Background: an optimization exercise with open tools, aiming at small area, a short achievable clock period and few clock cycles. Do not read the settings as production practice. In this exercise RTL edits were held to simulation tests only and were not proved equivalent to the original. Power and IR drop assume default switching activity.

## run A
==> flow/design.v <==
module fadder(
  input [WIDTH-1 : 0] a,
  input [WIDTH - 1 : 0] b,
  input sub_enable,
  input carry_in,
  output [WIDTH - 1 : 0] res,
  output carry_out);
  parameter WIDTH = 8;
  wire [WIDTH - 1 : 0] carry;
  wire [WIDTH - 1 : 0] b_in;
  assign carry_out = carry[WIDTH-1];
  assign b_in = sub_enable ? ~(b) : b;
  genvar i;
  generate
    for (i = 0; i < WIDTH; i = i + 1) begin
      if (i == 0) begin
        assign res[i] = (a[i] ^ b_in[i]) ^ carry_in;
        assign carry[i] = ((a[i] ^ b_in[i]) & carry_in) | (a[i] & b_in[i]);
      end else begin
        assign res[i] = (a[i] ^ b_in[i]) ^ carry[i-1];
        assign carry[i] = ((a[i] ^ b_in[i]) & carry[i-1]) | (a[i] & b_in[i]);
      end
    end
  endgenerate
endmodule
module shl8(
  input [7 : 0] a,
  input [2 : 0] shift,
  output [7 : 0] res,
  output carry);
  assign {carry, res} = (shift == 3'b000) ? {1'b0, a} :
                        (shift == 3'b001) ? {a[7 : 0], {1'b0}}:
                        (shift == 3'b010) ? {a[6 : 0], {2'b0}}:
                        (shift == 3'b011) ? {a[5 : 0], {3'b0}}:
                        (shift == 3'b100) ? {a[4 : 0], {4'b0}}:
                        (shift == 3'b101) ? {a[3 : 0], {5'b0}}:
                        (shift == 3'b110) ? {a[2 : 0], {6'b0}}:
                        {a[1 : 0], {7'b0}};
endmodule
module mul4x4(
  input [3 : 0] a,
  input [3 : 0] b,
  output [7 : 0] res);
  wire [2 : 0] shift_carry, sum_carry;
  wire [7 : 0] a0, a1, a2, a3, sum0, sum1;
  assign a0 = {4'b0, b[0] ? a : {3'b0}};
  shl8 shifta1(
    .a({4'b0, b[1] ? a : {3'b0}}),
    .shift(3'b001),
    .res(a1),
    .carry(shift_carry[0]));
  shl8 shifta2(
    .a({4'b0, b[2] ? a : {3'b0}}),
    .shift(3'b010),
    .res(a2),
    .carry(shift_carry[1]));
  shl8 shifta3(
    .a({4'b0, b[3] ? a : {3'b0}}),
    .shift(3'b011),
    .res(a3),
    .carry(shift_carry[2]));
  fadder #(.WIDTH(8)) adder1(
    .a(a0),
    .b(a1),
    .sub_enable(1'b0),
    .carry_in(1'b0),
    .res(sum0),
    .carry_out(sum_carry[0]));
  fadder #(.WIDTH(8)) adder2(
    .a(sum0),
    .b(a2),
    .sub_enable(1'b0),
    .carry_in(1'b0),
    .res(sum1),
    .carry_out(sum_carry[1]));
  fadder #(.WIDTH(8)) adder3(
    .a(sum1),
    .b(a3),
    .sub_enable(1'b0),
    .carry_in(1'b0),
    .res(res),
    .carry_out(sum_carry[2]));
endmodule
module alu(
  input [WIDTH-1 : 0] a,
  input [WIDTH-1 : 0] b,
  input mul_enable,
  input sub_enable,
  input shift_enable,
  input [2 : 0] shift_pos,
  output [WIDTH-1 : 0] result,
  output carry_out);
  parameter WIDTH = 8;
  wire [WIDTH-1 : 0] adder_res;
  wire adder_carry;
  wire [7 : 0] shift_res;
  wire shift_carry;
  wire [7: 0] mul_res;
  assign result = (mul_enable) ? mul_res :
                  (shift_enable) ? shift_res :
                  (adder_res);
  assign carry_out = (shift_enable) ? shift_carry :
                     adder_carry;
  fadder #(.WIDTH(WIDTH)) ripple_adder(
    .a(a),
    .b(b),
    .sub_enable(sub_enable),
    .carry_in(sub_enable),
    .res(adder_res),
    .carry_out(adder_carry));
  shl8 left_shift(
    .a(a),
    .shift(shift_pos),
    .res(shift_res),
    .carry(shift_carry));
  mul4x4 multiply(a[3:0], a[7:4], mul_res);
endmodule
module pcounter(
  input rst,
  input clk,
  input enable,
  input jump,
  input out_enable,
  input [ADDRESS_WIDTH-1 : 0] bus_in,
  output [ADDRESS_WIDTH-1 : 0] bus_out);
  parameter ADDRESS_WIDTH = 4;
  reg [ADDRESS_WIDTH-1 : 0] counter;
  assign bus_out = (out_enable) ? counter : 0;
  always @(posedge clk) begin
    if (rst) begin
      counter <= 0;
    end else begin
      if (enable) begin
        counter <= counter + 1;
      end else if (jump) begin
        counter <= bus_in;
      end
    end
  end
endmodule
module ram(
  input clk,
  input enable,
  input write_enable,
  input [WIDTH-1 : 0] addr,
  input [WIDTH-1 : 0] data_in,
  output [WIDTH-1 : 0] data_out);
  parameter ADDRESS_WIDTH = 4;
  parameter WIDTH = 8;
  parameter MEMORY_SIZE = 1 << ADDRESS_WIDTH;
  reg [WIDTH-1 : 0] mem [0 : MEMORY_SIZE-1];
  assign data_out = (enable) ? mem[addr] : {WIDTH{1'b0}};
  always @(posedge clk) begin
    if (write_enable) begin
      mem[addr] <= data_in;
    end
  end
endmodule
module cpu(
  input clk,
  input rst,                 
  input prog_we,             
  input [3 : 0] prog_addr,   
  input [7 : 0] prog_data,   
  input out_ready,           
  output out_valid,          
  output [7 : 0] out_data,   
  output halted);            
  localparam NOP = 4'h0, LDA = 4'h1, ADD = 4'h2, SUB = 4'h3, STA = 4'h4,
             OUT = 4'h5, JMP = 4'h6, LDI = 4'h7, JC = 4'h8, SHLA = 4'h9,
             MULA = 4'ha;
  reg [7 : 0] mem [0 : 15];
  reg [7 : 0] ir;
  reg [15 : 0] xs;
  reg [15 : 0] ps;
  reg [7 : 0] reg_a;
  reg [7 : 0] reg_b;
  reg carry;
  reg rs;
  reg w0;
  reg valid_q;
  reg halted_q;
  wire [3 : 0] op = ir[7 : 4];
  wire [3 : 0] x = ir[3 : 0];
  wire is_sta = (op == STA);
  wire is_out = (op == OUT);
  wire is_jmp = (op == JMP);
  wire is_jc = (op == JC);
  wire is_hlt = (op > MULA);
  assign halted = halted_q;
  assign out_valid = valid_q;
  assign out_data = reg_a;
  reg [7 : 0] rd_x;
  reg [7 : 0] rd_p;
  integer i;
  always @(*) begin
    rd_x = 8'd0;
    rd_p = 8'd0;
    for (i = 0; i < 16; i = i + 1) begin
      rd_x = rd_x | ({8{xs[i]}} & mem[i]);
      rd_p = rd_p | ({8{ps[i]}} & mem[i]);
    end
  end
  wire cpu_we = is_sta & ~rs;
  wire [15 : 0] pa = 16'd1 << prog_addr;
  wire [7 : 0] wd = prog_we ? prog_data : reg_a;
  always @(posedge clk) begin
    for (i = 0; i < 16; i = i + 1)
      if ((prog_we & pa[i]) | (cpu_we & xs[i]))
        mem[i] <= wd;
  end
  wire [8 : 0] sum = {1'b0, reg_a} + {1'b0, rd_x};
  wire [7 : 0] diff = reg_a - rd_x;
  wire [8 : 0] shl = {1'b0, reg_a} << x[2 : 0];
  wire [7 : 0] prod = reg_a[3 : 0] * reg_a[7 : 4];
  wire [8 : 0] ab = {1'b0, reg_a} + {1'b0, reg_b};
  wire taken = is_jmp | (is_jc & carry);
  wire stall = halted_q | (valid_q & ~out_ready) | (rs & is_sta) | w0;
  wire fwd = is_sta & (|(xs & ps));
  wire [15 : 0] xs_rot = {xs[14 : 0], xs[15]};
  wire [15 : 0] ps_rot = {ps[14 : 0], ps[15]};
  wire [7 : 0] ir_n = fwd ? reg_a : taken ? rd_x : rd_p;
  wire [7 : 0] ir_d = (rst || w0) ? mem[0] : stall ? ir : ir_n;
  always @(posedge clk) begin
    rs <= rst;
    w0 <= rst & prog_we & (prog_addr == 4'd0);
    valid_q <= (ir_d[7 : 4] == OUT) & ~(rst & prog_we & (prog_addr == 4'd0));
    halted_q <= (ir_d[7 : 4] > MULA) & ~(rst & prog_we & (prog_addr == 4'd0));
    ir <= ir_d;
    xs <= (rst || w0) ? (16'd1 << mem[0][3 : 0]) :
          stall ? (16'd1 << ir[3 : 0]) : (16'd1 << ir_n[3 : 0]);
    if (rst)
      ps <= 16'd2;
    else if (!stall)
      ps <= taken ? xs_rot : ps_rot;
  end
  always @(posedge clk) begin
    if (rst) begin
      reg_a <= 8'd0;
      reg_b <= 8'd0;
      carry <= 1'b0;
    end else if (!w0) begin
      case (op)
        LDA: reg_a <= rd_x;
        ADD: begin
          reg_a <= sum[7 : 0];
          reg_b <= rd_x;
          carry <= sum[8];
        end
        SUB: begin
          reg_a <= diff;
          reg_b <= rd_x;
        end
        LDI: reg_a <= {4'd0, x};
        SHLA: begin
          reg_a <= shl[7 : 0];
          carry <= shl[8];
        end
        MULA: begin
          reg_a <= prod;
          carry <= ab[8];
        end
        default: ;
      endcase
    end
  end
endmodule
Settings: LEC_CHECK=0, CAP_MARGIN=20, CORE_MARGIN=2, CORE_UTILIZATION=40, CTS_BUF_LIST=sky130_fd_sc_hd__clkbuf_4 sky130_fd_sc_hd__clkbuf_8, SETUP_SLACK_MARGIN=2.3, SLEW_MARGIN=20; clock period 5.0 ns.
standard.sh (not shown) runs the stock make flow with config.mk's settings and CLKGATE_MAP_FILE= SYNTH_SCRIPT=/design/flow/synth_recipe.tcl, a recipe that flattens the netlist after the stock synthesis.
==> flow/flow/run.sh <==
#!/bin/bash
# Layout flow: the standard flow (standard.sh), with two changes:
#  - ORFS's adder extraction is off (ADDER_MAP_FILE empty), so Yosys and ABC
#    map the adders as plain logic instead of chains of fa/ha cells.  The
#    synthesis script, and so the registers and their names, are the
#    standard ones.
#  - the port buffers that placement inserts on every input and output are
#    buf_4 cells instead of the default clkdlybuf4s50_1 delay cells.
# make's full output goes to flow_make.log in the work folder; each ORFS
# step keeps its own log under orfs/logs.
set -euo pipefail
bash standard.sh ADDER_MAP_FILE= \
  "BUFFER_PORTS_ARGS=-buffer_cell sky130_fd_sc_hd__buf_4" \
  finish > flow_make.log 2>&1
Testbench counts of run A, summed over its fixed seeds: cycles 7,420.
The following lists how run B was set up differently from run A:
Settings: swapping 2.3 for 2.0 in SETUP_SLACK_MARGIN.
### Flow results
- Run B: signal arrival time at the worst endpoint 0.09 ns above run A
- ~same via count of the first global-routing pass in run A and run B
- Changes observed in run B relative to run A: total routing resource utilization after global routing lower, combinational group share of total power lower, part of the total power dissipated in the clock network lower, maximum frequency lower.

---

Another version of the RTL of cpu (not shown whole).
Size in the first run: about 920 cells after synthesis, about 190 flip-flops, roughly 26 I/O pins.
==> flow/config.mk <==
export PLATFORM = sky130hd
export DESIGN_NAME = cpu
export DESIGN_NICKNAME = cpu
export VERILOG_FILES = /design/flow/design.v
export SDC_FILE = /design/flow/constraint.sdc
export NUM_CORES = 4
export LEC_CHECK = 0
export CAP_MARGIN = 20
export CORE_MARGIN = 2
export CORE_UTILIZATION = 60
export CTS_BUF_LIST = sky130_fd_sc_hd__clkbuf_4 sky130_fd_sc_hd__clkbuf_8
export SETUP_SLACK_MARGIN = 2.0
export SLEW_MARGIN = 20
==> flow/constraint.sdc <==
create_clock -name core_clock -period 5.0 [get_ports {clk}]
set_input_delay 1.0000 -clock core_clock [delete_from_list [all_inputs] [get_ports {clk}]]
set_output_delay 1.0000 -clock core_clock [all_outputs]
set_load 0.01 [all_outputs]
Scripts as last shown in full above: flow/flow/run.sh
The baseline completed with no timing, DRC or antenna violations.
Testbench counts at the start, summed over its fixed seeds: cycles 7,409.
Next try:
--- a/flow/config.mk
+++ b/flow/config.mk
@@ -10 +10 @@
-export CORE_UTILIZATION = 60
+export CORE_UTILIZATION = 40
The new run completed with no timing, DRC or antenna violations.
Routed wire length climbs by 0.93%.
Power went down by about 0.7%.
Via count shrinks by about 4%.
Next try:
--- a/flow/config.mk
+++ b/flow/config.mk
@@ -10 +10 @@
-export CORE_UTILIZATION = 40
+export CORE_UTILIZATION = 70
Result: Total power shrinks by 0.75%. Setup slack is better by 0.058 ns. Cell area shrinks by 1.7%.

==> separate check: timing with driven ports <==
The results above use ideal ports. As a check the final layouts listed here were re-extracted and re-timed, cells and wires unchanged. Step 1: set_driving_cell puts a clkbuf_16 on clk and a buf_2 on each other input, an assumption about the parent block. Step 2 also shifts input and output timing later by t, the mid clock arrival at the registers, as if the neighbouring blocks saw the same clock. Slacks: ideal / step 1 / step 2; pairs: ideal / step 1.
| run | t (ns) | setup WS [ns] | worst hold slack (ns) | worst register clock-pin slew, ns |
|---|---|---|---|---|
| run A | 0.522 | 1.922 / 1.922 / 1.922 | 0.514 / 0.514 / 0.514 | 0.11 / 0.11 |
| run B | 0.510 | 1.817 / 1.817 / 1.817 | 0.519 / 0.519 / 0.519 | 0.11 / 0.11 |
| the first run of note 2 | 0.506 | 2.020 / 2.020 / 1.788 | 0.521 / 0.521 / 0.521 | 0.11 / 0.11 |
| the second run of note 2 | 0.518 | 1.950 / 1.950 / 1.813 | 0.510 / 0.510 / 0.510 | 0.11 / 0.11 |
| the third run of note 2 | 0.512 | 2.008 / 2.008 / 1.778 | 0.515 / 0.515 / 0.515 | 0.10 / 0.10 |
After both steps every run listed still meets setup and hold. The setup slack of the first run of note 2, which loses most, moves by 0.000 ns with the drivers and by -0.232 ns with both steps.
